This design comes from an exercise in tuning for small area on the open sky130 flow, not from production work.
The RTL was checked by simulation tests, not by an equivalence proof against the original design.
Power and IR drop assume default switching activity.

Setup of run A:
## Main
module Main(clk, vga_h_sync, vga_v_sync, vga_R, vga_G, vga_B, right, left, reset, start);
Size: roughly 930 cells after synthesis, about 74 flip-flops, roughly 10 I/O pins, ~0.0058 mm^2 of cells after synthesis.
export LEC_CHECK = 0
export ABC_AREA = 1
export CAP_MARGIN = 20
export CORE_MARGIN = 2
export CORE_UTILIZATION = 40
export PLACE_DENSITY = 0.6
export SLEW_MARGIN = 20
create_clock -name core_clock -period 10.0 [get_ports {clk}]
standard.sh (not shown) runs the stock make flow with config.mk's settings and CLKGATE_MAP_FILE= SYNTH_SCRIPT=/design/flow/synth_recipe.tcl, a recipe that flattens the netlist after the stock synthesis.
==> flow/flow/run.sh <==
#!/bin/bash
# Layout flow: the standard flow (standard.sh) with these changes:
#  - synthesis: the logic is mapped with ABC's area-oriented mapper
#    (flow/abc_map.script) in place of ORFS's abc_area.script, and Yosys's
#    extract_fa (full/half adder extraction) is skipped; registers are made
#    exactly as in the standard synthesis;
#  - the port buffers are the smallest buffer;
#  - the clock tree is built from small clock buffers without dummy loads.
set -euo pipefail
HERE=$(pwd)
{
  cat <<EOT
proc abc {args} {
  set i [lsearch -exact \$args -script]
  if {\$i >= 0} { lset args [expr {\$i + 1}] $HERE/flow/abc_map.script }
  yosys abc {*}\$args
}
proc extract_fa {args} { puts "extract_fa skipped" }
EOT
  cat synth_recipe.tcl
} > my_synth.tcl
bash standard.sh SYNTH_SCRIPT=$HERE/my_synth.tcl synth > synth.log 2>&1
bash standard.sh "BUFFER_PORTS_ARGS=-buffer_cell sky130_fd_sc_hd__buf_1" \
  "CTS_ARGS=-sink_clustering_enable -repair_clock_nets -buf_list sky130_fd_sc_hd__clkbuf_4 -root_buf sky130_fd_sc_hd__clkbuf_8 -dont_use_dummy_load -sink_clustering_size 10 -sink_clustering_max_diameter 50 -balance_levels" \
  finish > layout.log 2>&1
==> flow/flow/abc_map.script <==
strash
dc2
dch
amap
topo
What run B does differently from run A at the input level:
- CAP_MARGIN now 0, was 20
- SLEW_MARGIN now 0, was 20
-- flow/flow/run.sh --
<<< run A, line 23
bash standard.sh "BUFFER_PORTS_ARGS=-buffer_cell sky130_fd_sc_hd__buf_1" \
  "CTS_ARGS=-sink_clustering_enable -repair_clock_nets -buf_list sky130_fd_sc_hd__clkbuf_4 -root_buf sky130_fd_sc_hd__clkbuf_8 -dont_use_dummy_load -sink_clustering_size 10 -sink_clustering_max_diameter 50 -balance_levels" \
  finish > layout.log 2>&1
>>> run B, line 23
bash standard.sh "BUFFER_PORTS_ARGS=-buffer_cell sky130_fd_sc_hd__buf_1" \
  "CTS_ARGS=-sink_clustering_enable -repair_clock_nets -buf_list sky130_fd_sc_hd__clkbuf_8 -root_buf sky130_fd_sc_hd__clkbuf_8 -dont_use_dummy_load" \
  finish > layout.log 2>&1
Results
Final routed wirelength across all metal layers delta (run A -> run B): insignificant. Re total power: no difference whatsoever between run B and run A. As far as number of sequential cells goes, run B and run A are indistinguishable; the numbers are identical. Run B vs. run A: overall via count from detail_route about even, final area about even.
Input-level comparison between run C and run B:
- swapping 40 for 65 in CORE_UTILIZATION
- swapping 0.6 for 0.75 in PLACE_DENSITY
Results
On cell row count, the higher figure sits with run B, not run C. Higher tap cell count among run C and run B: run B. Remaining global-route overflow: run C vs run B identical. Comparing run B with run C, the final net count came out essentially unchanged.
Here is what was changed in the inputs of run D compared with run C.
- a change of SLEW_MARGIN from 0 to 20
- a change of PLACE_DENSITY from 0.75 to 0.6
- a change of CORE_UTILIZATION from 65 to 40
- a change of CAP_MARGIN from 0 to 20
-- flow/flow/run.sh --
<<< run C, line 23
bash standard.sh "BUFFER_PORTS_ARGS=-buffer_cell sky130_fd_sc_hd__buf_1" \
  "CTS_ARGS=-sink_clustering_enable -repair_clock_nets -buf_list sky130_fd_sc_hd__clkbuf_8 -root_buf sky130_fd_sc_hd__clkbuf_8 -dont_use_dummy_load" \
  finish > layout.log 2>&1
>>> run D, line 23
bash standard.sh "BUFFER_PORTS_ARGS=-buffer_cell sky130_fd_sc_hd__buf_1" \
  "CTS_ARGS=-repair_clock_nets -buf_list sky130_fd_sc_hd__clkbuf_8 -root_buf sky130_fd_sc_hd__clkbuf_8 -dont_use_dummy_load" \
  finish > layout.log 2>&1
==> comparison <==
- Final instance area sits higher in run D than in run C.
- Summary of the comparison: relative area of non-clock buffer cells in the final design is higher in run D, relative to run C.
- Changes observed in run D relative to run C: clock network power share went up 0.2 points; met1 routed wirelength after detailed routing rose 18%; least setup slack across all paths after layout rose by 350 ps; longest individual stage delay on the worst path level.
> inputs changed (run D -> run E)
- a change of PLACE_DENSITY from 0.6 to 0.7
- a change of CORE_UTILIZATION from 40 to 55
-- flow/flow/run.sh --
<<< run D, line 23
bash standard.sh "BUFFER_PORTS_ARGS=-buffer_cell sky130_fd_sc_hd__buf_1" \
  "CTS_ARGS=-repair_clock_nets -buf_list sky130_fd_sc_hd__clkbuf_8 -root_buf sky130_fd_sc_hd__clkbuf_8 -dont_use_dummy_load" \
  finish > layout.log 2>&1
>>> run E, line 23
bash standard.sh "BUFFER_PORTS_ARGS=-buffer_cell sky130_fd_sc_hd__buf_1" \
  "CTS_ARGS=-sink_clustering_enable -repair_clock_nets -buf_list sky130_fd_sc_hd__clkbuf_8 -root_buf sky130_fd_sc_hd__clkbuf_8 -dont_use_dummy_load" \
  finish > layout.log 2>&1
Notes after the runs:
Final cell count shrinks by a few percent when moving from run D to run E.
Run D fits on a die that is larger than the die of run E.
Lower placement-stage cell area was reported by run E, not run D.
Chip width, run E vs run D: down by more than 10%
Final instance area of run E falls short of that of run D slightly.
Against run D, power in run E rose slightly.

-- port drivers added, routing unchanged --
Ports are ideal in the flow. The routed layouts listed here were re-timed in OpenROAD. Step 1, drivers: a clkbuf_16 drives clk and a buf_2 each remaining input, both assumed. Step 2 adds t to the input delays and takes it off the output delays; t is the mean of the earliest and latest rising clock arrival at the registers after step 1. Input paths then give back, and output paths get back, about the clock's delay inside the block. Slacks: ideal / step 1 / step 2; pairs: ideal / step 1.
run | t, ns | setup slack, ns | worst setup path after step 2 | worst slew at a driven data input, ns
run A | 0.411 | 4.238 / 4.238 / 4.238 | register to register | 0.03
run B | 0.411 | 4.238 / 4.238 / 4.238 | register to register | 0.03
run C | 0.398 | 3.884 / 3.884 / 3.884 | register to register | 0.03
run D | 0.411 | 4.238 / 4.238 / 4.238 | register to register | 0.03
run E | 0.392 | 3.874 / 3.874 / 3.874 | register to register | 0.03
After both steps setup and hold are still met in every run listed.
